This design comes from an exercise in tuning for small area, a short achievable clock period and few clock cycles per item on the open sky130 flow, not from production work. The RTL was checked by simulation tests, not by an equivalence proof against the original design.

[design/flow/design.v]
module brick_sort
   (
    clk,
    rst,
    src_tvalid,
    src_tready,
    src_tdata_raw,
    dest_tvalid,
    dest_tready,
    dest_tdata_raw
    );
   parameter NUM_ELEMS = 16;
   parameter DATA_WIDTH = 8;
   input   clk;
   input   rst;
   input   src_tvalid;
   output  src_tready;
   input [DATA_WIDTH*NUM_ELEMS-1:0] src_tdata_raw;
   output                 dest_tvalid;
   input                  dest_tready;
   output [DATA_WIDTH*NUM_ELEMS-1:0] dest_tdata_raw;
   function gt8;
      input [7:0] a;
      input [7:0] b;
      reg [3:0] g, p;
      reg g32, p32, g10, p10;
      integer i;
      begin
         for (i = 0; i < 4; i = i + 1) begin
            g[i] = (a[2*i+1] & ~b[2*i+1]) | ((((a[2*i+1] | ~b[2*i+1]) & a[2*i]) & ~b[2*i]));
            p[i] = (a[2*i+1] & ~b[2*i+1]) | ((((a[2*i+1] | ~b[2*i+1]) & a[2*i]) | ((a[2*i+1] | ~b[2*i+1]) & ~b[2*i])));
         end
         g10 = g[1] | (p[1] & g[0]);
         g32 = g[3] | (p[3] & g[2]); p32 = g[3] | (p[3] & p[2]);
         gt8 = g32 | (p32 & g10);
      end
   endfunction
   reg [127:0] r1, r2, r3, r4;
   reg [127:0] ro;
   wire [127:0] s0_0;
   wire s0_0_c0 = gt8(src_tdata_raw[7:0], src_tdata_raw[15:8]);
   assign s0_0[7:0] = s0_0_c0 ? src_tdata_raw[15:8] : src_tdata_raw[7:0];
   assign s0_0[15:8] = s0_0_c0 ? src_tdata_raw[7:0] : src_tdata_raw[15:8];
   wire s0_0_c2 = gt8(src_tdata_raw[23:16], src_tdata_raw[31:24]);
   assign s0_0[23:16] = s0_0_c2 ? src_tdata_raw[31:24] : src_tdata_raw[23:16];
   assign s0_0[31:24] = s0_0_c2 ? src_tdata_raw[23:16] : src_tdata_raw[31:24];
   wire s0_0_c4 = gt8(src_tdata_raw[39:32], src_tdata_raw[47:40]);
   assign s0_0[39:32] = s0_0_c4 ? src_tdata_raw[47:40] : src_tdata_raw[39:32];
   assign s0_0[47:40] = s0_0_c4 ? src_tdata_raw[39:32] : src_tdata_raw[47:40];
   wire s0_0_c6 = gt8(src_tdata_raw[55:48], src_tdata_raw[63:56]);
   assign s0_0[55:48] = s0_0_c6 ? src_tdata_raw[63:56] : src_tdata_raw[55:48];
   assign s0_0[63:56] = s0_0_c6 ? src_tdata_raw[55:48] : src_tdata_raw[63:56];
   wire s0_0_c8 = gt8(src_tdata_raw[71:64], src_tdata_raw[79:72]);
   assign s0_0[71:64] = s0_0_c8 ? src_tdata_raw[79:72] : src_tdata_raw[71:64];
   assign s0_0[79:72] = s0_0_c8 ? src_tdata_raw[71:64] : src_tdata_raw[79:72];
   wire s0_0_c10 = gt8(src_tdata_raw[87:80], src_tdata_raw[95:88]);
   assign s0_0[87:80] = s0_0_c10 ? src_tdata_raw[95:88] : src_tdata_raw[87:80];
   assign s0_0[95:88] = s0_0_c10 ? src_tdata_raw[87:80] : src_tdata_raw[95:88];
   wire s0_0_c12 = gt8(src_tdata_raw[103:96], src_tdata_raw[111:104]);
   assign s0_0[103:96] = s0_0_c12 ? src_tdata_raw[111:104] : src_tdata_raw[103:96];
   assign s0_0[111:104] = s0_0_c12 ? src_tdata_raw[103:96] : src_tdata_raw[111:104];
   wire s0_0_c14 = gt8(src_tdata_raw[119:112], src_tdata_raw[127:120]);
   assign s0_0[119:112] = s0_0_c14 ? src_tdata_raw[127:120] : src_tdata_raw[119:112];
   assign s0_0[127:120] = s0_0_c14 ? src_tdata_raw[119:112] : src_tdata_raw[127:120];
   wire [127:0] s1_0;
   wire s1_0_c0 = gt8(r1[7:0], r1[23:16]);
   assign s1_0[7:0] = s1_0_c0 ? r1[23:16] : r1[7:0];
   assign s1_0[23:16] = s1_0_c0 ? r1[7:0] : r1[23:16];
   wire s1_0_c1 = gt8(r1[15:8], r1[31:24]);
   assign s1_0[15:8] = s1_0_c1 ? r1[31:24] : r1[15:8];
   assign s1_0[31:24] = s1_0_c1 ? r1[15:8] : r1[31:24];
   wire s1_0_c4 = gt8(r1[39:32], r1[55:48]);
   assign s1_0[39:32] = s1_0_c4 ? r1[55:48] : r1[39:32];
   assign s1_0[55:48] = s1_0_c4 ? r1[39:32] : r1[55:48];
   wire s1_0_c5 = gt8(r1[47:40], r1[63:56]);
   assign s1_0[47:40] = s1_0_c5 ? r1[63:56] : r1[47:40];
   assign s1_0[63:56] = s1_0_c5 ? r1[47:40] : r1[63:56];
   wire s1_0_c8 = gt8(r1[71:64], r1[87:80]);
   assign s1_0[71:64] = s1_0_c8 ? r1[87:80] : r1[71:64];
   assign s1_0[87:80] = s1_0_c8 ? r1[71:64] : r1[87:80];
   wire s1_0_c9 = gt8(r1[79:72], r1[95:88]);
   assign s1_0[79:72] = s1_0_c9 ? r1[95:88] : r1[79:72];
   assign s1_0[95:88] = s1_0_c9 ? r1[79:72] : r1[95:88];
   wire s1_0_c12 = gt8(r1[103:96], r1[119:112]);
   assign s1_0[103:96] = s1_0_c12 ? r1[119:112] : r1[103:96];
   assign s1_0[119:112] = s1_0_c12 ? r1[103:96] : r1[119:112];
   wire s1_0_c13 = gt8(r1[111:104], r1[127:120]);
   assign s1_0[111:104] = s1_0_c13 ? r1[127:120] : r1[111:104];
   assign s1_0[127:120] = s1_0_c13 ? r1[111:104] : r1[127:120];
   wire [127:0] s1_1;
   wire s1_1_c0 = gt8(s1_0[7:0], s1_0[39:32]);
   assign s1_1[7:0] = s1_1_c0 ? s1_0[39:32] : s1_0[7:0];
   assign s1_1[39:32] = s1_1_c0 ? s1_0[7:0] : s1_0[39:32];
   wire s1_1_c1 = gt8(s1_0[15:8], s1_0[47:40]);
   assign s1_1[15:8] = s1_1_c1 ? s1_0[47:40] : s1_0[15:8];
   assign s1_1[47:40] = s1_1_c1 ? s1_0[15:8] : s1_0[47:40];
   wire s1_1_c2 = gt8(s1_0[23:16], s1_0[55:48]);
   assign s1_1[23:16] = s1_1_c2 ? s1_0[55:48] : s1_0[23:16];
   assign s1_1[55:48] = s1_1_c2 ? s1_0[23:16] : s1_0[55:48];
   wire s1_1_c3 = gt8(s1_0[31:24], s1_0[63:56]);
   assign s1_1[31:24] = s1_1_c3 ? s1_0[63:56] : s1_0[31:24];
   assign s1_1[63:56] = s1_1_c3 ? s1_0[31:24] : s1_0[63:56];
   wire s1_1_c8 = gt8(s1_0[71:64], s1_0[103:96]);
   assign s1_1[71:64] = s1_1_c8 ? s1_0[103:96] : s1_0[71:64];
   assign s1_1[103:96] = s1_1_c8 ? s1_0[71:64] : s1_0[103:96];
   wire s1_1_c9 = gt8(s1_0[79:72], s1_0[111:104]);
   assign s1_1[79:72] = s1_1_c9 ? s1_0[111:104] : s1_0[79:72];
   assign s1_1[111:104] = s1_1_c9 ? s1_0[79:72] : s1_0[111:104];
   wire s1_1_c10 = gt8(s1_0[87:80], s1_0[119:112]);
   assign s1_1[87:80] = s1_1_c10 ? s1_0[119:112] : s1_0[87:80];
   assign s1_1[119:112] = s1_1_c10 ? s1_0[87:80] : s1_0[119:112];
   wire s1_1_c11 = gt8(s1_0[95:88], s1_0[127:120]);
   assign s1_1[95:88] = s1_1_c11 ? s1_0[127:120] : s1_0[95:88];
   assign s1_1[127:120] = s1_1_c11 ? s1_0[95:88] : s1_0[127:120];
   wire [127:0] s2_0;
   wire s2_0_c0 = gt8(r2[7:0], r2[71:64]);
   assign s2_0[7:0] = s2_0_c0 ? r2[71:64] : r2[7:0];
   assign s2_0[71:64] = s2_0_c0 ? r2[7:0] : r2[71:64];
   wire s2_0_c1 = gt8(r2[15:8], r2[79:72]);
   assign s2_0[15:8] = s2_0_c1 ? r2[79:72] : r2[15:8];
   assign s2_0[79:72] = s2_0_c1 ? r2[15:8] : r2[79:72];
   wire s2_0_c2 = gt8(r2[23:16], r2[87:80]);
   assign s2_0[23:16] = s2_0_c2 ? r2[87:80] : r2[23:16];
   assign s2_0[87:80] = s2_0_c2 ? r2[23:16] : r2[87:80];
   wire s2_0_c3 = gt8(r2[31:24], r2[95:88]);
   assign s2_0[31:24] = s2_0_c3 ? r2[95:88] : r2[31:24];
   assign s2_0[95:88] = s2_0_c3 ? r2[31:24] : r2[95:88];
   wire s2_0_c4 = gt8(r2[39:32], r2[103:96]);
   assign s2_0[39:32] = s2_0_c4 ? r2[103:96] : r2[39:32];
   assign s2_0[103:96] = s2_0_c4 ? r2[39:32] : r2[103:96];
   wire s2_0_c5 = gt8(r2[47:40], r2[111:104]);
   assign s2_0[47:40] = s2_0_c5 ? r2[111:104] : r2[47:40];
   assign s2_0[111:104] = s2_0_c5 ? r2[47:40] : r2[111:104];
   wire s2_0_c6 = gt8(r2[55:48], r2[119:112]);
   assign s2_0[55:48] = s2_0_c6 ? r2[119:112] : r2[55:48];
   assign s2_0[119:112] = s2_0_c6 ? r2[55:48] : r2[119:112];
   wire s2_0_c7 = gt8(r2[63:56], r2[127:120]);
   assign s2_0[63:56] = s2_0_c7 ? r2[127:120] : r2[63:56];
   assign s2_0[127:120] = s2_0_c7 ? r2[63:56] : r2[127:120];
   wire [127:0] s2_1;
   wire s2_1_c1 = gt8(s2_0[15:8], s2_0[39:32]);
   assign s2_1[15:8] = s2_1_c1 ? s2_0[39:32] : s2_0[15:8];
   assign s2_1[39:32] = s2_1_c1 ? s2_0[15:8] : s2_0[39:32];
   wire s2_1_c2 = gt8(s2_0[23:16], s2_0[71:64]);
   assign s2_1[23:16] = s2_1_c2 ? s2_0[71:64] : s2_0[23:16];
   assign s2_1[71:64] = s2_1_c2 ? s2_0[23:16] : s2_0[71:64];
   wire s2_1_c3 = gt8(s2_0[31:24], s2_0[55:48]);
   assign s2_1[31:24] = s2_1_c3 ? s2_0[55:48] : s2_0[31:24];
   assign s2_1[55:48] = s2_1_c3 ? s2_0[31:24] : s2_0[55:48];
   wire s2_1_c5 = gt8(s2_0[47:40], s2_0[103:96]);
   assign s2_1[47:40] = s2_1_c5 ? s2_0[103:96] : s2_0[47:40];
   assign s2_1[103:96] = s2_1_c5 ? s2_0[47:40] : s2_0[103:96];
   wire s2_1_c7 = gt8(s2_0[63:56], s2_0[95:88]);
   assign s2_1[63:56] = s2_1_c7 ? s2_0[95:88] : s2_0[63:56];
   assign s2_1[95:88] = s2_1_c7 ? s2_0[63:56] : s2_0[95:88];
   wire s2_1_c9 = gt8(s2_0[79:72], s2_0[87:80]);
   assign s2_1[79:72] = s2_1_c9 ? s2_0[87:80] : s2_0[79:72];
   assign s2_1[87:80] = s2_1_c9 ? s2_0[79:72] : s2_0[87:80];
   wire s2_1_c13 = gt8(s2_0[111:104], s2_0[119:112]);
   assign s2_1[111:104] = s2_1_c13 ? s2_0[119:112] : s2_0[111:104];
   assign s2_1[119:112] = s2_1_c13 ? s2_0[111:104] : s2_0[119:112];
   assign s2_1[7:0] = s2_0[7:0];
   assign s2_1[127:120] = s2_0[127:120];
   wire [127:0] s3_0;
   wire s3_0_c1 = gt8(r3[15:8], r3[23:16]);
   assign s3_0[15:8] = s3_0_c1 ? r3[23:16] : r3[15:8];
   assign s3_0[23:16] = s3_0_c1 ? r3[15:8] : r3[23:16];
   wire s3_0_c3 = gt8(r3[31:24], r3[103:96]);
   assign s3_0[31:24] = s3_0_c3 ? r3[103:96] : r3[31:24];
   assign s3_0[103:96] = s3_0_c3 ? r3[31:24] : r3[103:96];
   wire s3_0_c4 = gt8(r3[39:32], r3[71:64]);
   assign s3_0[39:32] = s3_0_c4 ? r3[71:64] : r3[39:32];
   assign s3_0[71:64] = s3_0_c4 ? r3[39:32] : r3[71:64];
   wire s3_0_c5 = gt8(r3[47:40], r3[87:80]);
   assign s3_0[47:40] = s3_0_c5 ? r3[87:80] : r3[47:40];
   assign s3_0[87:80] = s3_0_c5 ? r3[47:40] : r3[87:80];
   wire s3_0_c6 = gt8(r3[55:48], r3[79:72]);
   assign s3_0[55:48] = s3_0_c6 ? r3[79:72] : r3[55:48];
   assign s3_0[79:72] = s3_0_c6 ? r3[55:48] : r3[79:72];
   wire s3_0_c7 = gt8(r3[63:56], r3[111:104]);
   assign s3_0[63:56] = s3_0_c7 ? r3[111:104] : r3[63:56];
   assign s3_0[111:104] = s3_0_c7 ? r3[63:56] : r3[111:104];
   assign s3_0[7:0] = r3[7:0];
   assign s3_0[95:88] = r3[95:88];
   assign s3_0[119:112] = r3[119:112];
   assign s3_0[127:120] = r3[127:120];
   wire [127:0] s3_1;
   wire s3_1_c2 = gt8(s3_0[23:16], s3_0[39:32]);
   assign s3_1[23:16] = s3_1_c2 ? s3_0[39:32] : s3_0[23:16];
   assign s3_1[39:32] = s3_1_c2 ? s3_0[23:16] : s3_0[39:32];
   wire s3_1_c3 = gt8(s3_0[31:24], s3_0[47:40]);
   assign s3_1[31:24] = s3_1_c3 ? s3_0[47:40] : s3_0[31:24];
   assign s3_1[47:40] = s3_1_c3 ? s3_0[31:24] : s3_0[47:40];
   wire s3_1_c6 = gt8(s3_0[55:48], s3_0[71:64]);
   assign s3_1[55:48] = s3_1_c6 ? s3_0[71:64] : s3_0[55:48];
   assign s3_1[71:64] = s3_1_c6 ? s3_0[55:48] : s3_0[71:64];
   wire s3_1_c7 = gt8(s3_0[63:56], s3_0[87:80]);
   assign s3_1[63:56] = s3_1_c7 ? s3_0[87:80] : s3_0[63:56];
   assign s3_1[87:80] = s3_1_c7 ? s3_0[63:56] : s3_0[87:80];
   wire s3_1_c9 = gt8(s3_0[79:72], s3_0[103:96]);
   assign s3_1[79:72] = s3_1_c9 ? s3_0[103:96] : s3_0[79:72];
   assign s3_1[103:96] = s3_1_c9 ? s3_0[79:72] : s3_0[103:96];
   wire s3_1_c11 = gt8(s3_0[95:88], s3_0[111:104]);
   assign s3_1[95:88] = s3_1_c11 ? s3_0[111:104] : s3_0[95:88];
   assign s3_1[111:104] = s3_1_c11 ? s3_0[95:88] : s3_0[111:104];
   assign s3_1[7:0] = s3_0[7:0];
   assign s3_1[15:8] = s3_0[15:8];
   assign s3_1[119:112] = s3_0[119:112];
   assign s3_1[127:120] = s3_0[127:120];
   wire [127:0] s4_0;
   wire s4_0_c3 = gt8(r4[31:24], r4[55:48]);
   assign s4_0[31:24] = s4_0_c3 ? r4[55:48] : r4[31:24];
   assign s4_0[55:48] = s4_0_c3 ? r4[31:24] : r4[55:48];
   wire s4_0_c5 = gt8(r4[47:40], r4[71:64]);
   assign s4_0[47:40] = s4_0_c5 ? r4[71:64] : r4[47:40];
   assign s4_0[71:64] = s4_0_c5 ? r4[47:40] : r4[71:64];
   wire s4_0_c7 = gt8(r4[63:56], r4[79:72]);
   assign s4_0[63:56] = s4_0_c7 ? r4[79:72] : r4[63:56];
   assign s4_0[79:72] = s4_0_c7 ? r4[63:56] : r4[79:72];
   wire s4_0_c10 = gt8(r4[87:80], r4[103:96]);
   assign s4_0[87:80] = s4_0_c10 ? r4[103:96] : r4[87:80];
   assign s4_0[103:96] = s4_0_c10 ? r4[87:80] : r4[103:96];
   wire s4_0_c11 = gt8(r4[95:88], r4[119:112]);
   assign s4_0[95:88] = s4_0_c11 ? r4[119:112] : r4[95:88];
   assign s4_0[119:112] = s4_0_c11 ? r4[95:88] : r4[119:112];
   assign s4_0[7:0] = r4[7:0];
   assign s4_0[15:8] = r4[15:8];
   assign s4_0[23:16] = r4[23:16];
   assign s4_0[39:32] = r4[39:32];
   assign s4_0[111:104] = r4[111:104];
   assign s4_0[127:120] = r4[127:120];
   wire [127:0] s4_1;
   wire s4_1_c3 = gt8(s4_0[31:24], s4_0[39:32]);
   assign s4_1[31:24] = s4_1_c3 ? s4_0[39:32] : s4_0[31:24];
   assign s4_1[39:32] = s4_1_c3 ? s4_0[31:24] : s4_0[39:32];
   wire s4_1_c5 = gt8(s4_0[47:40], s4_0[55:48]);
   assign s4_1[47:40] = s4_1_c5 ? s4_0[55:48] : s4_0[47:40];
   assign s4_1[55:48] = s4_1_c5 ? s4_0[47:40] : s4_0[55:48];
   wire s4_1_c7 = gt8(s4_0[63:56], s4_0[71:64]);
   assign s4_1[63:56] = s4_1_c7 ? s4_0[71:64] : s4_0[63:56];
   assign s4_1[71:64] = s4_1_c7 ? s4_0[63:56] : s4_0[71:64];
   wire s4_1_c9 = gt8(s4_0[79:72], s4_0[87:80]);
   assign s4_1[79:72] = s4_1_c9 ? s4_0[87:80] : s4_0[79:72];
   assign s4_1[87:80] = s4_1_c9 ? s4_0[79:72] : s4_0[87:80];
   wire s4_1_c11 = gt8(s4_0[95:88], s4_0[103:96]);
   assign s4_1[95:88] = s4_1_c11 ? s4_0[103:96] : s4_0[95:88];
   assign s4_1[103:96] = s4_1_c11 ? s4_0[95:88] : s4_0[103:96];
   wire s4_1_c13 = gt8(s4_0[111:104], s4_0[119:112]);
   assign s4_1[111:104] = s4_1_c13 ? s4_0[119:112] : s4_0[111:104];
   assign s4_1[119:112] = s4_1_c13 ? s4_0[111:104] : s4_0[119:112];
   assign s4_1[7:0] = s4_0[7:0];
   assign s4_1[15:8] = s4_0[15:8];
   assign s4_1[23:16] = s4_0[23:16];
   assign s4_1[127:120] = s4_0[127:120];
   wire [127:0] sorted = s4_1;
   reg v1, v2, v3, v4;
   reg t1, t2, t3, t4;
   reg rot;         
   reg ro_valid;
   wire front_v = v4;
   wire front_t = t4;
   wire ro_free = !ro_valid || dest_tready;
   wire exit_ok = front_v && (!rot || front_t) && ro_free;
   wire wrap = front_v && !exit_ok;
   wire rot_n = rot ? !exit_ok : wrap;
   wire ro_valid_n = ro_free ? exit_ok : ro_valid;
   reg rdy_free, rdy_tr;
   assign src_tready = !rst && (rdy_free || (rdy_tr && dest_tready));
   assign dest_tvalid = !rst && ro_valid;
   assign dest_tdata_raw = ro;
   wire take = src_tvalid && src_tready;
   always @(posedge clk) begin
      r1 <= wrap ? r4 : s0_0;
      r2 <= s1_1;
      r3 <= s2_1;
      r4 <= s3_1;
      if (ro_free) ro <= sorted;
      t1 <= wrap && (!rot || front_t);
      t2 <= t1;
      t3 <= t2;
      t4 <= t3;
      if (rst) begin
         v1 <= 1'b0;
         v2 <= 1'b0;
         v3 <= 1'b0;
         v4 <= 1'b0;
         rot <= 1'b0;
         ro_valid <= 1'b0;
         rdy_free <= 1'b1;
         rdy_tr <= 1'b1;
      end else begin
         v1 <= wrap || take;
         v2 <= v1;
         v3 <= v2;
         v4 <= v3;
         rot <= rot_n;
         ro_valid <= ro_valid_n;
         rdy_free <= !rot_n && !(v3 && ro_valid_n);
         rdy_tr <= !rot_n;
      end
   end
endmodule
[design/flow/flow/run.sh]
#!/bin/bash
# Layout flow: the standard flow (standard.sh) with two changes:
#  - the synthesis step maps the logic with the delay-driven ABC script in
#    flow/abc_speed.script instead of ORFS's abc_speed.script; synthesis is
#    otherwise ORFS's, run by standard.sh with the standard flow's synthesis script, so
#    the registers (names, count, cell types) are those of the standard
#    synthesis;
#  - every input and output port still gets its own buffer, but a
#    buf_1 (BUFFER_PORTS_ARGS) instead of the cell buffer_ports picks.
# Each step's full output is in synth.log and layout.log here, and ORFS's
# per-step logs are under orfs/logs.
set -euo pipefail
here=$(pwd)
rm -rf "$here/scripts_abc"
cp -r "$FLOW_HOME/scripts" "$here/scripts_abc"
cp "$here/flow/abc_speed.script" "$here/scripts_abc/abc_speed.script"
bash standard.sh SCRIPTS_DIR="$here/scripts_abc" synth > "$here/synth.log" 2>&1
bash standard.sh BUFFER_PORTS_ARGS="-buffer_cell sky130_fd_sc_hd__buf_1" finish > "$here/layout.log" 2>&1
[design/flow/flow/abc_speed.script]
strash
dch -f
map -D 1500
topo
buffer -p
upsize -D 1500
dnsize -D 1500
stime -p
[design/flow/standard.sh]
#!/bin/bash
# synth_recipe.tcl (not shown) runs the flow's synth.tcl, then flattens the netlist and writes it again
# the make line also repeats each setting of config.mk as NAME=value (left out here)
make -C /OpenROAD-flow-scripts/flow DESIGN_CONFIG=/design/flow/config.mk WORK_HOME=/design/flow/orfs CLKGATE_MAP_FILE= SYNTH_SCRIPT=/design/flow/synth_recipe.tcl "${@:-finish}"
[design/flow/config.mk]
export PLATFORM = sky130hd
export DESIGN_NAME = brick_sort
export DESIGN_NICKNAME = brick_sort
export VERILOG_FILES = /design/flow/design.v
export SDC_FILE = /design/flow/constraint.sdc
export NUM_CORES = 4
export LEC_CHECK = 0
export CAP_MARGIN = 20
export CORE_MARGIN = 2
export CORE_UTILIZATION = 40
export CTS_BUF_LIST = sky130_fd_sc_hd__clkbuf_8
export SETUP_SLACK_MARGIN = 3.15
export SLEW_MARGIN = 20
[design/flow/constraint.sdc]
create_clock -name core_clock -period 6.0 [get_ports {clk}]
set_input_delay 1.2000 -clock core_clock [delete_from_list [all_inputs] [get_ports {clk}]]
set_output_delay 1.2000 -clock core_clock [all_outputs]
set_load 0.01 [all_outputs]
==> out/qor.txt, run 1 <==
Outcome - timing/DRC/antenna clean
Clk latency of the worst-skew pair - 770 ps
Yosys reg bits - 652
First-pass GRT wire length - 179000 µm
Htree depth - 3
Peak Freq - 343 MHz
Final setup TNS - 0 ps
Nets - 5330
Synth area leader - dfxtp_1
Post-synthesis simple-gate area fraction - 0.181
CP Max Fanout - 8
Inst Count DP - 5947
DRT Pass-1 Iters - 8
Cells along the critical path - inv_1, o22ai_1, nand2_1, nand3_1, o211a_2, o21a_1, nor2_4, nor3_1, nor3_1, nand2_2, o221ai_4, o21ai_0
Clock Skews - 53.6 ps
Post-DP HPWL - 92000 µm
CP max stage delay - 470 ps
CP Class - flip-flop to flip-flop
Initial antenna violation count - 7
Syn avg cell area - 7.14 µm²
ANT nets after route - 0
Worst path slowest cell - o211a_2
Clock-pin slew on the worst setup and hold paths - 60 ps
Starting density of the core - 0.405
Required time worst endpoint - 6630 ps
Final hold vios - 0
Die width - 295 µm
Die ar. - 0.0870 mm²
Final worst-path cycle share - 0.485
Rel. slew slack - 0.475
Mux contribution to synthesized area - 0
Commonest cells after routing, fill and taps aside - nand2_1 (984), inv_1 (593), o21ai_0 (521), dfxtp_1 (466), nor2_1 (305)
Iter 0 DRT Violations - 3868
Layout cells sized above 1 - 0.198
Drt drc - 0
Routed WL per cell - 20.4 µm
Cell area after synthesis - 0.0339 mm²
Critical Path AT - 3550 ps
Clock Sinks - 652
Synth Flop Type - dfxtp_1
Async set-reset flop share out of synthesis - 0
Leading cell type in the layout, fill and taps excluded - nand2_1
I/O Buffers - 261
Top-level port count - 262
Complex-gate fraction of the synthesized area - 0.295
Net Count, Synth - 4875
Hold WS - 323 ps
Die H - 295 µm
XOR/XNOR share of the synthesized area - 0
Number of flops mapped to enable cells by yosys - 128
Post-Synth Adder-Cell Area - 0
Vias per cell - 5.68
Fin cells - 6426
Post-synthesis cell count - 4743
Min-Delay Path Class - flip-flop to flip-flop
Worst Max-Slew Pin Slew - 787 ps
Filler cell count in the final layout - 7965
Row count - 106
CP most frequent cell - nor3_1
Longest Clk Path Bufs - 3
Worst Setup Slack post-DPL - 2030 ps
Ys Warns - 1
Max Slew Vio Count - 0
Final min period - 2910 ps
Final Setup Violations - 0
Number of global-route vias before repair - 30100
Flip-flop and latch area - 0.0144 mm²
Worst Setup Slack, final - 3090 ps
Largest net degree at the start of global routing - 85
CTS hold repair buffers - 0
Num CTS Buffers - 110
GRT Residual Overflow - 0
Drt total wl - 131000 µm
Core area - 0.0837 mm²
RePlAce Congestion - 0.945
Multi-input gate area - 0.0202 mm²
RSZ-0062 raised after global routing - true
Maxcap violations - 0
Critical path capture point type - flip-flop
GRT Total Usage - 0.269
Seq/Total Area, Yosys - 0.423
Synthesis-to-layout area growth - 28.0%
Distinct cells, synth - 68
Startpoint types - flip-flop
Post-synth top area share - 0.310
Main combinational cell family by area after synthesis - compound AO/OA/AOI/OAI gates
Root Buffer - clkbuf_8
CTS tree - done
Largest cells by area after synthesis - dfxtp_1 (31%), o21ai_0 (12%), edfxtp_1 (11%), nand2_1 (11%), inv_1 (6.6%)
Vias - 36500
path summary, 6_finish.rpt:
check	start	endpoint	slack, ps	cells past startpoint
worst min-delay path	r3[125]$_DFF_P_	r4[125]$_DFF_P_	320	0
worst max register to register	r1[55]$_DFF_P_	r2[19]$_DFF_P_	3090	12
worst min register to register	r3[125]$_DFF_P_	r4[125]$_DFF_P_	320	0
worst max-delay path	r1[55]$_DFF_P_	r2[19]$_DFF_P_	3090	12
metal layers:
metal | vias up | share of wire | GRT usage
li1 | 17400 | - | -
met1 | 17100 | 0.43 | 0.370
met2 | 1709 | 0.45 | 0.425
met3 | 274 | 0.089 | 0.0498
met4 | 4 | 0.033 | 0.0882
met5 | - | 0.00018 | 0
metrics by stage:
stage                util  instance area [µm²]
global route        0.518                43300
finish              0.518                43300
global placement    0.422                35300
detailed placement  0.422                35300
CTS                 0.468                39200
floorplan               -                33900
cells by family (layout without fill, tap and decap cells):
group | Yosys count | after routing
AO/OA/AOI/OAI | 1740 | 1809
AND/OR/NAND/NOR | 1536 | 1567
buffers and inverters | 815 | 1262
flip-flops | 652 | 652
other | 0 | 2
cell type report:
class / instances / area share
inverters: 614 / 0.0540
repair buffers: 444 / 0.0605
clock buffers: 135 / 0.0429
diodes: 2 / 0.000115
well taps: 1134 / 0.0327
multi-input cells: 3376 / 0.466
clock inverters: 69 / 0.0111
flip-flops and latches: 652 / 0.333
state kept, by name, summed over array words and instances (netlist names), 128 cells and up:
signal and cells:
r2 128, r4 128, r3 128, r1 128, ro 128
worst max-delay path, delay by kind of cell (launching register included):
family,cells,cell delay (ps)
AO/OA/AOI/OAI,5,1370
buffers and inverters,1,120
flip-flops,1,440
AND/OR/NAND/NOR,6,870
synth_stat cells (all sizes together), types with 3 or more instances:
library cell	instances
a221oi	6
o2111a	10
o21a	37
a32oi	3
a31oi	34
edfxtp	128
nor2	346
clkbuf	81
a211oi	6
a21oi	223
inv	613
nand4	6
o21bai	5
o22ai	192
a21o	9
a41oi	5
a22oi	54
o31ai	51
nand3	137
or2	9
a41o	3
o2111ai	25
nand2	1011
o211ai	14
o221ai	4
a21boi	10
o211a	19
nor3	13
buf	120
dfxtp	524
nand3b	11
o21ai	1021
timing repair:
item	4_1_cts	5_1_grt
buffers inserted	54	117
endpoints found under the setup margin	474	460
gates resized for setup	349	728
pin swaps	37	118
cloned	30	72
Testbench counts, summed over its fixed seeds: cycles 1,000, items 960.
==> inputs of run 2 (changes only) <==
==> design/flow/flow/abc_speed.script (replaced) <==
strash
dch -f
map -D 1800
topo
buffer -p
upsize -D 1800
dnsize -D 1800
stime -p
--- a/design/flow/config.mk
+++ b/design/flow/config.mk
@@ -11,3 +11,3 @@
 export CTS_BUF_LIST = sky130_fd_sc_hd__clkbuf_8
-export SETUP_SLACK_MARGIN = 3.15
+export SETUP_SLACK_MARGIN = 3.0
 export SLEW_MARGIN = 20
==> out/qor.txt, run 2 <==
Syn avg cell area - 7.10 µm² (-0.47%)
DR top layer - met5
Crit path max-delay family - compound AO/OA/AOI/OAI gates
Clock Sinks - 652 (unchanged)
Critical Path AT - 3480 ps (-70 ps)
Nets - 5320 (-0.19%)
WL met1 - 54600 µm (-1.9%)
RSZ-0062 raised after global routing - true
DRT Pass-1 Iters - 6 (-2)
Vias - 35800 (-2.0%)
Clock Skews - 36.0 ps (-17.6 ps)
Initial antenna violation count - 6 (-1)
Post-synth top area share - 0.315 (+0.00478)
Starting density of the core - 0.405 (+0.000862)
Metal2 WL - 58200 µm (-1.9%)
Final Setup Violations - 0 (unchanged)
Synthesis-to-layout area growth - 29.5%
Seq/Total Area, Yosys - 0.430 (+0.00653)
Buf/Inv on CP - 4 (+3)
Iter 0 DRT Violations - 3722 (-3.8%)
Final worst-path cycle share - 0.503 (+0.0182)
Row count - 105 (-0.94%)
Cells along the critical path - inv_2, nand2_2, nand2_1, o2111ai_2, o2111a_2, buf_6, o21ai_1, inv_1, nand3_1, nand2_4, a21oi_1, o21ai_4, buf_4, o2111ai_4, o21ai_0
Largest net degree at the start of global routing - 129 (+52%)
Vias per cell - 5.63 (-0.88%)
First-pass GRT wire length - 173000 µm (-3.4%)
Worst Setup Slack post-DPL - 1950 ps (-76.5 ps)
Top-level port count - 262 (unchanged)
Final hold vios - 0 (unchanged)
CTS tree - done
Maxcap violations - 0 (unchanged)
Critical path capture point type - flip-flop
Startpoint types - flip-flop
Net Count, Synth - 4825 (-1.0%)
CTS hold repair buffers - 0 (unchanged)
Min-Delay Path Class - flip-flop to flip-flop
Final min period - 3020 ps (+109 ps)
Num CTS Buffers - 110 (unchanged)
Routed WL per cell - 20.1 µm (-1.5%)
Die ar. - 0.0857 mm² (-1.5%)
CP Max Fanout - 9 (+1)
Synth Flop Type - dfxtp_1
Post-synth top cells - nand2_1 (969), o21ai_0 (713), inv_1 (562)
Most common cell in the netlist - nand2_1
Die width - 293 µm (-0.75%)
Largest cells by area after synthesis - dfxtp_1 (31%), edfxtp_1 (12%), nand2_1 (11%), o21ai_0 (11%), inv_1 (6.3%)
Leading cell type in the layout, fill and taps excluded - nand2_1
Drt total wl - 127000 µm (-2.6%)
Synth area leader - dfxtp_1
Commonest cells after routing, fill and taps aside - nand2_1 (941), inv_1 (541), o21ai_0 (473), dfxtp_1 (472), nor2_1 (427)
Clk latency of the worst-skew pair - 750 ps (-20 ps)
Finished Core Util - 0.525 (+0.00707)
Yosys reg bits - 652 (unchanged)
Longest Clk Path Bufs - 3 (unchanged)
Htree depth - 3 (unchanged)
Worst Max-Slew Pin Slew - 879 ps (+91.3 ps)
GRT Total Usage - 0.263 (-0.00584)
Root Buffer - clkbuf_8
Post-DP HPWL - 88900 µm (-3.4%)
Outcome - timing/DRC/antenna clean
ANT nets after route - 0 (unchanged)
CP Class - flip-flop to flip-flop
Peak Freq - 331 MHz (-3.6%)
Worst R2R Setup Slack - 2980 ps (-110 ps)
Layout cells sized above 1 - 0.203 (+0.00469)
Final setup TNS - 0 ps (unchanged)
Wire length on met3 - 10400 µm (-11%)
Max Slew Vio Count - 0 (unchanged)
Post-synthesis cell count - 4693 (-1.1%)
Rel. slew slack - 0.408 (-0.0671)
Cell area after synthesis - 0.0333 mm² (-1.5%)
Number of global-route vias before repair - 29300 (-2.6%)
CP max stage delay - 340 ps (-130 ps)
Die H - 293 µm (-0.75%)
Distinct cells, synth - 65 (-4.4%)
Drt drc - 0 (unchanged)
Required time worst endpoint - 6450 ps (-180 ps)
I/O Buffers - 261 (unchanged)
Core area - 0.0822 mm² (-1.7%)
Worst Setup Slack, final - 2980 ps (-109 ps)
Clock-pin slew on the worst setup and hold paths - 60 ps (about the same)
RePlAce Congestion - 0.922 (-2.5%)
Number of flops mapped to enable cells by yosys - 128 (unchanged)
GRT Residual Overflow - 0 (unchanged)
Worst path slowest cell - o2111a_2
Ys Warns - 1 (unchanged)
Async set-reset flop share out of synthesis - 0 (unchanged)
[run 2: cell count changes after synthesis, sizes merged, moves of 11 or more]
| cell | previous run | this run |
|---|---|---|
| nor2 | 346 | 468 |
| a21oi | 223 | 317 |
| o21ai | 1021 | 930 |
| o31ai | 51 | 2 |
| nand3 | 137 | 94 |
| nand2 | 1011 | 969 |
| inv | 613 | 588 |
| o22ai | 192 | 168 |
| o211ai | 14 | 32 |
| o211a | 19 | 2 |
| o21a | 37 | 23 |
| a221oi | 6 | 19 |
| nor3 | 13 | 25 |
| o2111a | 10 | 21 |
[run 2: cell families after synthesis]
| kind of cell | count (synthesis) | share of synthesized area |
|---|---|---|
| AO/OA/AOI/OAI | 1671 | 0.289 |
| AND/OR/NAND/NOR | 1578 | 0.185 |
| buffers and inverters | 792 | 0.0968 |
| flip-flops | 652 | 0.430 |
[run 2: per-layer routing]
layer | global-route usage | up-vias
met2 | 0.420 | 1524
met5 | 0 | -
met3 | 0.0373 | 270
li1 | - | 17200
met1 | 0.365 | 16700
met4 | 0.0892 | 4
[run 2: final timing paths]
kind	startpoint	endpoint	cells after the start
max	r4[119]$_DFF_P_	ro[108]$_DFFE_PN_	15
min	r3[118]$_DFF_P_	r4[118]$_DFF_P_	0
max reg2reg	r4[119]$_DFF_P_	ro[108]$_DFFE_PN_	15
min reg2reg	r3[118]$_DFF_P_	r4[118]$_DFF_P_	0
[run 2: through the flow]
| step | cells | hold slack (ps) | area, µm² |
|---|---|---|---|
| after floorplan | 4693 | 310 | 33400 |
| after CTS | 6117 | 320 | 39000 |
| final | 6353 | 321 | 43200 |
| after global placement | 5844 | 310 | 34900 |
| after detailed placement | 5844 | 312 | 34900 |
| after global routing | 6352 | 327 | 43200 |
[run 2: timing repair]
item / in CTS / in global routing
resized for setup: 274 / 704
cloned: 34 / 63
setup endpoints to repair: 431 / 423
setup buffers: 34 / 171
pin swaps: 26 / 109
[run 2: area by class of cell]
type	instances	area (µm²)
Sequential cell	652	14400
Clock buffer	137	1890
Inverter	588	2230
Timing Repair Buffer	507	3210
Tap cell	1070	1340
Antenna cell	2	5.00
Clock inverter	68	887
Multi-Input combinational cell	3329	19200
Fill cell	7906	39100
==> inputs of run 3 (changes only) <==
==> design/flow/flow/abc_speed.script (replaced) <==
strash
dch -f
map -D 1500
topo
buffer -p
upsize -D 1500
dnsize -D 1500
stime -p
==> out/qor.txt, run 3 <==
Commonest cells after routing, fill and taps aside - nand2_1 (1002), inv_1 (601), o21ai_0 (584), dfxtp_1 (506), nor2_1 (312)
Clock-pin slew on the worst setup and hold paths - 70 ps (about the same)
Peak Freq - 337 MHz (+1.9%)
Initial antenna violation count - 2 (-4)
Cell area after synthesis - 0.0339 mm² (+1.5%)
Worst Max-Slew Pin Slew - 779 ps (-100 ps)
Largest cells by area after synthesis - dfxtp_1 (31%), o21ai_0 (12%), edfxtp_1 (11%), nand2_1 (11%), inv_1 (6.6%)
Die width - 295 µm (+0.76%)
Final hold vios - 0 (unchanged)
Synthesis-to-layout area growth - 21.9%
Final Setup Violations - 0 (unchanged)
Final worst-path cycle share - 0.494 (-0.00926)
Rel. slew slack - 0.481 (+0.0729)
Num CTS Buffers - 112 (+1.8%)
ANT nets after route - 0 (unchanged)
Complex-gate fraction of the synthesized area - 0.295 (+0.00670)
Root Buffer - clkbuf_8
Seq/Total Area, Yosys - 0.423 (-0.00653)
Min-Delay Path Class - flip-flop to flip-flop
Maxcap violations - 0 (unchanged)
Die H - 295 µm (+0.76%)
Worst R2R Setup Slack - 3030 ps (+60 ps)
Main combinational cell family by area after synthesis - compound AO/OA/AOI/OAI gates
Largest net degree at the start of global routing - 93 (-28%)
Critical Path AT - 3560 ps (+80 ps)
Syn avg cell area - 7.14 µm² (+0.47%)
Final min period - 2970 ps (-55.5 ps)
CTS hold repair buffers - 0 (unchanged)
GRT Total Usage - 0.264 (+0.000308)
Distinct cells, synth - 68 (+4.6%)
Post-synth top area share - 0.310 (-0.00478)
Starting density of the core - 0.405 (-0.000862)
Critical path capture point type - flip-flop
Max Slew Vio Count - 0 (unchanged)
RePlAce Congestion - 0.984 (+6.7%)
CP Class - flip-flop to flip-flop
Vias - 35300 (-1.3%)
Clock Sinks - 652 (unchanged)
GRT Residual Overflow - 0 (unchanged)
Post-synth top cells - nand2_1 (1009), o21ai_0 (812), inv_1 (595)
Post-DP HPWL - 92000 µm (+3.5%)
First-pass GRT wire length - 175000 µm (+1.0%)
Net Count, Synth - 4875 (+1.0%)
Synth area leader - dfxtp_1
Required time worst endpoint - 6600 ps (+150 ps)
Htree depth - 3 (unchanged)
CTS tree - done
Most common cell in the netlist - nand2_1
Async set-reset flop share out of synthesis - 0 (unchanged)
XOR/XNOR share of the synthesized area - 0 (unchanged)
Drt total wl - 126000 µm (-0.95%)
Core area - 0.0837 mm² (+1.8%)
Die ar. - 0.0870 mm² (+1.5%)
Vias per cell - 5.58 (-0.86%)
DRT Pass-1 Iters - 7 (+1)
Mux contribution to synthesized area - 0 (unchanged)
Post-Synth Adder-Cell Area - 0 (unchanged)
Longest Clk Path Bufs - 3 (unchanged)
Number of global-route vias before repair - 29400 (+0.13%)
Hold WS - 316 ps (-5.00 ps)
Drt drc - 0 (unchanged)
Ys Warns - 1 (unchanged)
Routed WL per cell - 20.0 µm (-0.49%)
Nets - 5225 (-1.8%)
Top-level port count - 262 (unchanged)
Yosys reg bits - 652 (unchanged)
Synth Flop Type - dfxtp_1
Post-synthesis simple-gate area fraction - 0.181 (-0.00317)
Number of flops mapped to enable cells by yosys - 128 (unchanged)
Row count - 106 (+0.95%)
Leading cell type in the layout, fill and taps excluded - nand2_1
Post-synthesis cell count - 4743 (+1.1%)
RSZ-0062 raised after global routing - true
Layout cells sized above 1 - 0.139 (-0.0638)
Clk latency of the worst-skew pair - 760 ps (about the same)
Clock Skews - 51.0 ps (+14.9 ps)
Final setup TNS - 0 ps (unchanged)
Startpoint types - flip-flop
Iter 0 DRT Violations - 3637 (-2.3%)
I/O Buffers - 261 (unchanged)
Outcome - timing/DRC/antenna clean
CP Max Fanout - 8 (-1)
run 3: layout make-up:
type / instances / area (µm²)
antenna: 1 / 2.50
clock buffer: 146 / 2010
clock inverter: 64 / 634
fill: 8227 / 42400
inverter: 614 / 2320
multi-input combinational: 3347 / 18600
sequential: 652 / 14400
tap: 1134 / 1420
timing repair buffer: 364 / 1900
timing repair inverter: 2 / 13.8
run 3: through the flow:
stage,instance area [µm²],utilization,cells,setup slack (ps)
5_1_grt,41300,0.493,6324,2840
3_3_place_gp,35300,0.422,5948,2060
3_5_place_dp,35300,0.422,5948,2040
6_report,41300,0.493,6324,3030
2_1_floorplan,33900,-,4743,2410
4_1_cts,38500,0.461,6174,2890
run 3: per-layer routing:
layer	GRT usage	share of wire
met1	0.371	0.44
met3	0.0393	0.082
met4	0.0918	0.029
met5	0	0.00011
met2	0.410	0.45
run 3: critical path, stage by stage (launching register included):
cell and delay [ps]:
dfxtp_1 450, o22ai_1 130, nand2_1 100, o2111ai_1 230, o211a_4 360, o21ai_2 260, o21ai_0 170, a31oi_2 280
nand2_1 80, nand3_1 160, a31oi_4 80, buf_4 170, o21ai_0 330
run 3: cell families after synthesis:
logic type | after synthesis
and+or+nand+nor | 1536
buffers and inverters | 815
DFF | 652
AOI/OAI and AO/OA | 1740
run 3: timing repair:
item,4_1_cts,5_1_grt
setup buffers,6,85
cloned,10,64
setup endpoints to repair,409,433
pin swaps,10,62
gates resized for setup,215,442
run 3: path summary, 6_finish.rpt:
check                     to            from  cells after the start
min            r4[6]$_DFF_P_   r3[6]$_DFF_P_                      0
max          r3[119]$_DFF_P_  r2[54]$_DFF_P_                     12
max reg2reg  r3[119]$_DFF_P_  r2[54]$_DFF_P_                     12
min reg2reg    r4[6]$_DFF_P_   r3[6]$_DFF_P_                      0
==> inputs of run 4 (changes only) <==
--- a/design/flow/config.mk
+++ b/design/flow/config.mk
@@ -9,5 +9,6 @@
 export CORE_MARGIN = 2
-export CORE_UTILIZATION = 40
+export CORE_UTILIZATION = 55
 export CTS_BUF_LIST = sky130_fd_sc_hd__clkbuf_8
-export SETUP_SLACK_MARGIN = 3.0
+export PLACE_DENSITY = 0.7
+export SETUP_SLACK_MARGIN = 3.1
 export SLEW_MARGIN = 20
==> out/qor.txt, run 4 <==
Clock-pin slew on the worst setup and hold paths - 60 ps (about the same)
Clock Sinks - 652 (unchanged)
Most common cell in the netlist - nand2_1
Clk latency of the worst-skew pair - 730 ps (-30 ps)
Net Count, Synth - 4875 (unchanged)
Distinct cells, synth - 68 (unchanged)
Vias per cell - 6.00 (+7.4%)
CP Class - flip-flop to flip-flop
Final Setup Violations - 0 (unchanged)
Synthesis-to-layout area growth - 20.4%
R2R Path Start - r1[57]$_DFF_P_
Worst path slowest cell - o21ai_1
Post-DP HPWL - 86700 µm (-5.8%)
Syn avg cell area - 7.14 µm² (unchanged)
WP depth - 12 (unchanged)
Starting density of the core - 0.559 (+0.154)
Critical path capture point - r2[43]$_DFF_P_
CP Max Fanout - 8 (unchanged)
ANT nets after route - 0 (unchanged)
Core area - 0.0606 mm² (-28%)
Row count - 90 (-15%)
Buf/Inv on CP - 2 (+1)
Final worst-path cycle share - 0.498 (+0.00412)
DRT Pass-1 Iters - 6 (-1)
Top-level port count - 262 (unchanged)
Final instance area - 0.0408 mm² (-1.2%)
Worst R2R Setup Slack - 3010 ps (-20 ps)
Leading cell type in the layout, fill and taps excluded - nand2_1
Nets - 5226 (+0.019%)
Root Buffer - clkbuf_8
FF-to-FF path depth - 12 (unchanged)
Seq/Total Area, Yosys - 0.423 (unchanged)
Post-synth top cells - nand2_1 (1009), o21ai_0 (812), inv_1 (595)
GRT Total Usage - 0.343 (+0.0799)
Die width - 252 µm (-15%)
GRT Residual Overflow - 0 (unchanged)
Clock Skews - 28.5 ps (-22.5 ps)
Drt total wl - 121000 µm (-4.4%)
Maxcap violations - 0 (unchanged)
Initial antenna violation count - 10 (+8)
Critical path capture point type - flip-flop
Critical Path AT - 3620 ps (+60 ps)
Synth area leader - dfxtp_1
Outcome - timing/DRC/antenna clean
Die H - 252 µm (-15%)
Worst R2R End - r2[43]$_DFF_P_
Routed WL per cell - 20.2 µm (+1.3%)
Async set-reset flop share out of synthesis - 0 (unchanged)
Rel. slew slack - 0.422 (-0.0585)
Iter 0 DRT Violations - 4590 (+26%)
Fin cells - 5969 (-5.6%)
Largest cells by area after synthesis - dfxtp_1 (31%), o21ai_0 (12%), edfxtp_1 (11%), nand2_1 (11%), inv_1 (6.6%)
Peak Freq - 334 MHz (-0.83%)
Final setup TNS - 0 ps (unchanged)
Post-synth top area share - 0.310 (unchanged)
Critical path startpoint - r1[57]$_DFF_P_
Yosys reg bits - 652 (unchanged)
CTS tree - done
DP Area - 0.0349 mm² (-1.2%)
Htree depth - 3 (unchanged)
Layout cells sized above 1 - 0.143 (+0.00402)
Final min period - 2990 ps (+24.7 ps)
First-pass GRT wire length - 167000 µm (-4.5%)
Startpoint types - flip-flop
Final hold vios - 0 (unchanged)
Crit path max-delay family - compound AO/OA/AOI/OAI gates
RePlAce Congestion - 0.971 (-1.3%)
Commonest cells after routing, fill and taps aside - nand2_1 (998), inv_1 (615), o21ai_0 (568), dfxtp_1 (503), nor2_1 (316)
Synth Flop Type - dfxtp_1
Cell area after synthesis - 0.0339 mm² (unchanged)
Number of flops mapped to enable cells by yosys - 128 (unchanged)
Vias - 35800 (+1.4%)
CP max stage delay - 510 ps (+60 ps)
Num CTS Buffers - 106 (-5.4%)
Ys Warns - 1 (unchanged)
Required time worst endpoint - 6630 ps (+30 ps)
I/O Buffers - 261 (unchanged)
Drt drc - 0 (unchanged)
Max Slew Vio Count - 0 (unchanged)
Largest net degree at the start of global routing - 129 (+39%)
Die ar. - 0.0636 mm² (-27%)
Cells along the critical path - inv_1, a22oi_1, o31ai_2, nand2_2, nand2_8, clkinvlp_4, o21ai_1, o22ai_1, a31oi_1, o21a_2, nand2_1, o21ai_0
Inst Count DP - 5597 (-5.9%)
RSZ-0062 raised after global routing - true
Number of global-route vias before repair - 29100 (-0.95%)
Worst Max-Slew Pin Slew - 862 ps (+83.7 ps)
Min-Delay Path Class - flip-flop to flip-flop
Post-synthesis cell count - 4743 (unchanged)
Longest Clk Path Bufs - 3 (unchanged)
-- run 4: cell counts after synthesis --
No cell type changed its count.
-- run 4: logic make-up (layout without fill, tap and decap cells) --
logic type / after synthesis / after routing / synth area share
DFF: 652 / 652 / 0.423
AOI/OAI and AO/OA: 1740 / 1786 / 0.295
buffers and inverters: 815 / 1188 / 0.0998
and+or+nand+nor: 1536 / 1557 / 0.181
other: 0 / 4 / 0
-- run 4: area by class of cell --
type | instances | area, µm²
fill | 5339 | 19800
sequential | 652 | 14400
tap | 782 | 978
timing repair buffer | 374 | 2050
antenna | 4 | 10.0
inverter | 614 | 2330
clock inverter | 70 | 468
timing repair inverter | 3 | 20.0
multi-input combinational | 3343 | 18800
clock buffer | 127 | 1750
-- run 4: how the worst min path moves through the flow --
| stage | start | to | slack, ps | cells past startpoint |
|---|---|---|---|---|
| after CTS | r3[5]$_DFF_P_ | r4[5]$_DFF_P_ | 320 | 0 |
| after global routing | r3[2]$_DFF_P_ | r4[2]$_DFF_P_ | 330 | 0 |
| after floorplan | r3[0]$_DFF_P_ | r4[0]$_DFF_P_ | 310 | 0 |
| after global placement | r3[127]$_DFF_P_ | r4[127]$_DFF_P_ | 310 | 0 |
| final | r3[5]$_DFF_P_ | r4[5]$_DFF_P_ | 320 | 0 |
| after detailed placement | r3[5]$_DFF_P_ | r4[5]$_DFF_P_ | 310 | 0 |
-- run 4: repair_timing --
item	in CTS	in global routing
buffers inserted	19	80
hold buffers	0	0
endpoints found under the setup margin	414	438
pin swaps	15	73
gates resized for setup	237	503
cloned	16	56
-- run 4: metrics by stage --
| stage | hold slack (ps) | setup WS [ps] | util |
|---|---|---|---|
| global placement | 311 | 2080 | 0.575 |
| CTS | 323 | 3020 | 0.627 |
| global route | 331 | 2920 | 0.673 |
| detailed placement | 312 | 2030 | 0.575 |
| floorplan | 310 | 2410 | - |
| finish | 321 | 3010 | 0.673 |
-- run 4: metal layers --
layer | routed length, µm | track usage
met4 | 4110 | 0.114
met1 | 51000 | 0.502
met5 | 0 | 0
met2 | 51900 | 0.506
met3 | 13600 | 0.0690
-- run 4: worst reg2reg max path, delay by kind of cell, from the launching register on --
family / cells / cell delay (ps)
AO/OA/AOI/OAI: 7 / 1920
AND/OR/NAND/NOR: 3 / 400
flip-flops: 1 / 320
buffers and inverters: 2 / 270
==> inputs of run 5 (changes only) <==
--- a/design/flow/config.mk
+++ b/design/flow/config.mk
@@ -12,3 +12,3 @@
 export PLACE_DENSITY = 0.7
-export SETUP_SLACK_MARGIN = 3.1
+export SETUP_SLACK_MARGIN = 3.0
 export SLEW_MARGIN = 20
==> out/qor.txt, run 5 <==
Critical Path AT - 3560 ps (-60 ps)
Cell area after synthesis - 0.0339 mm² (unchanged)
Net Count, Synth - 4875 (unchanged)
Initial antenna violation count - 7 (-3)
First-pass GRT wire length - 166000 µm (-0.88%)
Final worst-path cycle share - 0.502 (+0.00362)
Routed WL per cell - 19.9 µm (-1.6%)
Final hold vios - 0 (unchanged)
Post-synthesis cell count - 4743 (unchanged)
Root Buffer - clkbuf_8
Core area - 0.0606 mm² (unchanged)
Number of flops mapped to enable cells by yosys - 128 (unchanged)
Synth area leader - dfxtp_1
GRT Total Usage - 0.341 (-0.00268)
Synth Flop Type - dfxtp_1
Post-synth top cells - nand2_1 (1009), o21ai_0 (812), inv_1 (595)
Die H - 252 µm (unchanged)
Leading cell type in the layout, fill and taps excluded - nand2_1
RePlAce Congestion - 0.971 (unchanged)
CP Max Fanout - 32 (+24)
I/O Buffers - 261 (unchanged)
Async set-reset flop share out of synthesis - 0 (unchanged)
FF-to-FF path depth - 12 (unchanged)
Startpoint types - flip-flop
Number of global-route vias before repair - 28700 (-1.2%)
Peak Freq - 332 MHz (-0.72%)
Inst Count DP - 5597 (unchanged)
Yosys reg bits - 652 (unchanged)
Maxcap violations - 0 (unchanged)
Final min period - 3010 ps (+21.7 ps)
Largest net degree at the start of global routing - 129 (unchanged)
Most common cell in the netlist - nand2_1
Nets - 5169 (-1.1%)
Drt drc - 0 (unchanged)
Top-level port count - 262 (unchanged)
Iter 0 DRT Violations - 4333 (-5.6%)
Largest cells by area after synthesis - dfxtp_1 (31%), o21ai_0 (12%), edfxtp_1 (11%), nand2_1 (11%), inv_1 (6.6%)
Required time worst endpoint - 6550 ps (-80 ps)
Critical path capture point type - flip-flop
Worst Setup Slack post-DPL - 2030 ps (unchanged)
Post-DP HPWL - 86700 µm (unchanged)
Starting density of the core - 0.559 (unchanged)
ANT nets after route - 0 (unchanged)
DRT Pass-1 Iters - 6 (unchanged)
Worst Setup Slack, final - 2990 ps (-21.7 ps)
Clock-pin slew on the worst setup and hold paths - 60 ps (about the same)
Commonest cells after routing, fill and taps aside - nand2_1 (1002), inv_1 (627), o21ai_0 (625), dfxtp_1 (521), nor2_1 (319)
CP Class - flip-flop to flip-flop
Die width - 252 µm (unchanged)
GRT Residual Overflow - 0 (unchanged)
Drt total wl - 118000 µm (-2.6%)
Clk latency of the worst-skew pair - 730 ps (about the same)
Layout cells sized above 1 - 0.109 (-0.0343)
Final Setup Violations - 0 (unchanged)
Distinct cells, synth - 68 (unchanged)
Longest Clk Path Bufs - 3 (unchanged)
Syn avg cell area - 7.14 µm² (unchanged)
Row count - 90 (unchanged)
Die ar. - 0.0636 mm² (unchanged)
Outcome - timing/DRC/antenna clean
Cells along the critical path - inv_1, nand2_1, nand3_1, o2111ai_1, o22a_4, o21ai_1, nand2_1, nand3_1, o211a_1, nand2_1, o21bai_2, o21ai_0
Synthesis-to-layout area growth - 16.9%
Ys Warns - 1 (unchanged)
Post-synth top area share - 0.310 (unchanged)
Vias per cell - 5.90 (-1.6%)
Max Slew Vio Count - 0 (unchanged)
Rel. slew slack - 0.427 (+0.00428)
CP most frequent cell - nand2_1
Worst hold path depth - 0 (unchanged)
Worst Max-Slew Pin Slew - 860 ps (-2.39 ps)
Worst path slowest cell - o21ai_1
CP max stage delay - 620 ps (+110 ps)
Clock Sinks - 652 (unchanged)
Seq/Total Area, Yosys - 0.423 (unchanged)
Num CTS Buffers - 106 (unchanged)
Final setup TNS - 0 ps (unchanged)
CTS tree - done
Htree depth - 3 (unchanged)
Min-Delay Path Class - flip-flop to flip-flop
Vias - 34900 (-2.6%)
RSZ-0062 raised after global routing - true
Fin cells - 5910 (-0.99%)
Clock Skews - 25.8 ps (-2.73 ps)
run 5: cell counts after synthesis:
No cell type changed its count.
run 5: critical path, delay by kind of cell, from the launching register on:
| kind | cells | cell delay, ps |
|---|---|---|
| simple gates | 5 | 590 |
| flops | 1 | 300 |
| compound gates | 6 | 1780 |
| buf+inv | 1 | 160 |
run 5: layer usage:
metal	vias up	part of all wire	routed length, µm	global-route usage
met5	-	0.00011	13	0
met4	2	0.032	3730	0.111
met3	239	0.11	12400	0.0646
met2	1713	0.43	50200	0.502
met1	16000	0.43	51100	0.501
li1	16900	-	-	-
run 5: stage by stage:
step	utilization	hold WS [ps]	cell area, µm²
after floorplan	-	310	33900
after global placement	0.575	311	34900
after detailed placement	0.575	312	34900
after CTS	0.621	323	37600
after global routing	0.653	331	39600
final	0.653	320	39600
run 5: area by class of cell:
class / count / area, µm²
clock buffers: 127 / 1750
repair buffers: 332 / 1670
multi-input cells: 3328 / 18000
fillers: 5478 / 21000
flip-flops and latches: 652 / 14300
diodes: 2 / 5.00
repair inverters: 3 / 20.0
clock inverters: 70 / 468
inverters: 614 / 2330
well taps: 782 / 978
run 5: kinds of logic after synthesis:
kind of cell | share of synthesized area
flip-flops | 0.423
buffers and inverters | 0.0998
AO/OA/AOI/OAI | 0.295
AND/OR/NAND/NOR | 0.181
run 5: repair_timing:
item | in CTS | in global routing
gates cloned | 11 | 45
hold buffers | 0 | 0
buffers inserted | 7 | 51
pin swaps | 12 | 46
gates resized for setup | 171 | 335
setup endpoints to repair | 398 | 433
run 5: path summary, 6_finish.rpt:
kind | slack [ps] | from | end
worst max-delay path | 2990 | r1[87]$_DFF_P_ | r2[68]$_DFF_P_
worst min-delay path | 320 | r3[5]$_DFF_P_ | r4[5]$_DFF_P_
worst min register to register | 320 | r3[5]$_DFF_P_ | r4[5]$_DFF_P_
worst max register to register | 2990 | r1[87]$_DFF_P_ | r2[68]$_DFF_P_
==> inputs of run 6 (changes only) <==
--- a/design/flow/config.mk
+++ b/design/flow/config.mk
@@ -11,2 +11,3 @@
 export CTS_BUF_LIST = sky130_fd_sc_hd__clkbuf_8
+export GPL_TIMING_DRIVEN = 0
 export PLACE_DENSITY = 0.7
==> out/qor.txt, run 6 <==
Starting density of the core - 0.559 (unchanged)
Initial antenna violation count - 8 (+1)
Post-DP HPWL - 93700 µm (+8.1%)
First-pass GRT wire length - 174000 µm (+5.3%)
Final min period - 3020 ps (+5.22 ps)
ANT nets after route - 0 (unchanged)
Final setup TNS - 0 ps (unchanged)
Clock Sinks - 652 (unchanged)
Htree depth - 3 (unchanged)
Startpoint types - input pin
Min-Delay Path Class - flip-flop to flip-flop
Ys Warns - 1 (unchanged)
Leading cell type in the layout, fill and taps excluded - nand2_1
Peak Freq - 331 MHz (-0.17%)
Root Buffer - clkbuf_8
Largest cells by area after synthesis - dfxtp_1 (31%), o21ai_0 (12%), edfxtp_1 (11%), nand2_1 (11%), inv_1 (6.6%)
Clk latency of the worst-skew pair - 750 ps (+20 ps)
Num CTS Buffers - 105 (-0.94%)
Die width - 252 µm (unchanged)
Longest Clk Path Bufs - 3 (unchanged)
GRT Residual Overflow - 0 (unchanged)
Clock-pin slew on the worst setup and hold paths - 70 ps (about the same)
Number of flops mapped to enable cells by yosys - 128 (unchanged)
Required time worst endpoint - 6560 ps (about the same)
Fin cells - 6004 (+1.6%)
Routed WL per cell - 20.0 µm (+0.75%)
Die ar. - 0.0636 mm² (unchanged)
Final hold vios - 0 (unchanged)
Clock Skews - 36.5 ps (+10.8 ps)
Distinct cells, synth - 68 (unchanged)
GRT Total Usage - 0.361 (+0.0200)
Drt drc - 0 (unchanged)
Cell area after synthesis - 0.0339 mm² (unchanged)
Top-level port count - 262 (unchanged)
Post-synth top area share - 0.310 (unchanged)
Commonest cells after routing, fill and taps aside - nand2_1 (1008), inv_1 (610), o21ai_0 (589), dfxtp_1 (498), nor2_1 (325)
Post-synthesis cell count - 4743 (unchanged)
Most common cell in the netlist - nand2_1
Row count - 90 (unchanged)
Rel. slew slack - 0.236 (-0.191)
Yosys reg bits - 652 (unchanged)
Syn avg cell area - 7.14 µm² (unchanged)
Vias - 35000 (+0.43%)
Finished Core Util - 0.657 (+0.00365)
Inst Count DP - 5789 (+3.4%)
CP Max Fanout - 10 (-69%)
Critical Path AT - 3570 ps (about the same)
DRT Pass-1 Iters - 8 (+2)
I/O Buffers - 261 (unchanged)
Outcome - timing/DRC/antenna clean
Critical path capture point type - flip-flop
Number of global-route vias before repair - 30000 (+4.4%)
Seq/Total Area, Yosys - 0.423 (unchanged)
Largest net degree at the start of global routing - 37 (-71%)
Maxcap violations - 0 (unchanged)
CP max stage delay - 590 ps (-30 ps)
Final worst-path cycle share - 0.503 (+0.000870)
Final Setup Violations - 0 (unchanged)
Layout cells sized above 1 - 0.131 (+0.0224)
Iter 0 DRT Violations - 3722 (-14%)
Drt total wl - 120000 µm (+2.4%)
Core area - 0.0606 mm² (unchanged)
Synth area leader - dfxtp_1
Worst Max-Slew Pin Slew - 1150 ps (+286 ps)
Post-synth top cells - nand2_1 (1009), o21ai_0 (812), inv_1 (595)
Die H - 252 µm (unchanged)
Cells along the critical path - buf_1, nor2_4, nor3_1, nor2_1, clkbuf_2, clkbuf_1, nand2_1, o21ai_1
Nets - 5262 (+1.8%)
CP Class - input pin to flip-flop
RePlAce Congestion - 1.01 (+4.0%)
Filler cell count in the final layout - 5449 (-0.53%)
Worst path slowest cell - clkbuf_2
Async set-reset flop share out of synthesis - 0 (unchanged)
CTS tree - done
Vias per cell - 5.83 (-1.1%)
RSZ-0062 raised after global routing - true
Synthesis-to-layout area growth - 17.5%
Synth Flop Type - dfxtp_1
Max Slew Vio Count - 0 (unchanged)
Net Count, Synth - 4875 (unchanged)
## run 6: worst paths after layout
path,to,start,slack [ps],depth (start not counted)
setup / recovery,r1[25]$_DFF_P_,dest_tready,2980,8
hold / removal,r4[113]$_DFF_P_,r3[113]$_DFF_P_,320,0
setup reg to reg,r2[59]$_DFF_P_,r1[43]$_DFF_P_,3020,16
hold reg to reg,r4[113]$_DFF_P_,r3[113]$_DFF_P_,320,0
## run 6: logic make-up (layout without fill, tap and decap cells)
logic type      count (synthesis)  in the layout  share of synthesized area
compound gates               1740           1740                      0.295
buf+inv                       815           1291                     0.0998
flops                         652            652                      0.423
other cells                     0              3                          0
simple gates                 1536           1536                      0.181
## run 6: final cells by class
cell class              instances  area [µm²]  share of cell area
repair buffers                279        1150              0.0290
clock inverters                62         686              0.0172
flip-flops and latches        652       14400               0.361
diodes                          3        7.51            0.000189
clock buffers                 134        1840              0.0464
inverters                     614        2310              0.0581
well taps                     782         978              0.0246
plain buffers                 201        1250              0.0315
multi-input cells            3276       17200               0.432
repair inverters                1        5.00            0.000126
## run 6: stage by stage
| step | worst slack (ps) | hold WS [ps] | area (µm²) |
|---|---|---|---|
| 2_1_floorplan | 2410 | 310 | 33900 |
| 3_3_place_gp | 1290 | 310 | 35800 |
| 5_1_grt | 2920 | 327 | 39800 |
| 3_5_place_dp | 1720 | 312 | 35900 |
| 6_report | 2980 | 318 | 39800 |
| 4_1_cts | 2940 | 320 | 38500 |
## run 6: metal layers
metal  GRT usage  share of wire
met2       0.537           0.42
met4       0.123          0.035
met5           0              0
met3      0.0885           0.11
met1       0.511           0.43
## run 6: repair_timing
| action | in CTS | in global routing |
|---|---|---|
| hold buffers | 0 | 0 |
| cloned | 0 | 1 |
| pin swaps | 0 | 15 |
| gates resized for setup | 90 | 531 |
| endpoints found under the setup margin | 224 | 447 |
| setup buffers | 0 | 15 |
## run 6: worst max-delay path: cells and delay by family
family,cells,cell delay (ps)
buffers and inverters,3,1210
AND/OR/NAND/NOR,4,740
AO/OA/AOI/OAI,1,410

-- re-timing with driven ports --
Ports are ideal in the flow. The routed layouts listed here were re-timed in OpenROAD. Step 1: set_driving_cell puts a clkbuf_16 on clk and a buf_2 on each other input, an assumption about the parent block. Step 2 adds t to the input delays and takes it off the output delays; t is the mean of the earliest and latest rising clock arrival at the registers after step 1. Input paths then give back, and output paths get back, about the clock's delay inside the block. Slacks: ideal / step 1 / step 2; pairs: ideal / step 1.
run | t (ns) | setup slack, ns | worst hold slack (ns)
run 1 | 0.805 | 3.089 / 3.089 / 2.552 | 0.323 / 0.323 / 0.323
run 2 | 0.794 | 2.979 / 2.979 / 2.401 | 0.321 / 0.321 / 0.321
run 3 | 0.800 | 3.035 / 3.035 / 2.406 | 0.316 / 0.316 / 0.316
run 4 | 0.776 | 3.010 / 3.010 / 2.337 | 0.321 / 0.321 / 0.321
run 5 | 0.774 | 2.988 / 2.988 / 2.297 | 0.320 / 0.320 / 0.320
run 6 | 0.788 | 2.983 / 3.024 / 2.236 | 0.318 / 0.318 / 0.318
After both steps setup and hold are still met in every run listed. The setup slack of run 6, which loses most, moves by +0.041 ns with the drivers and by -0.747 ns with both steps.
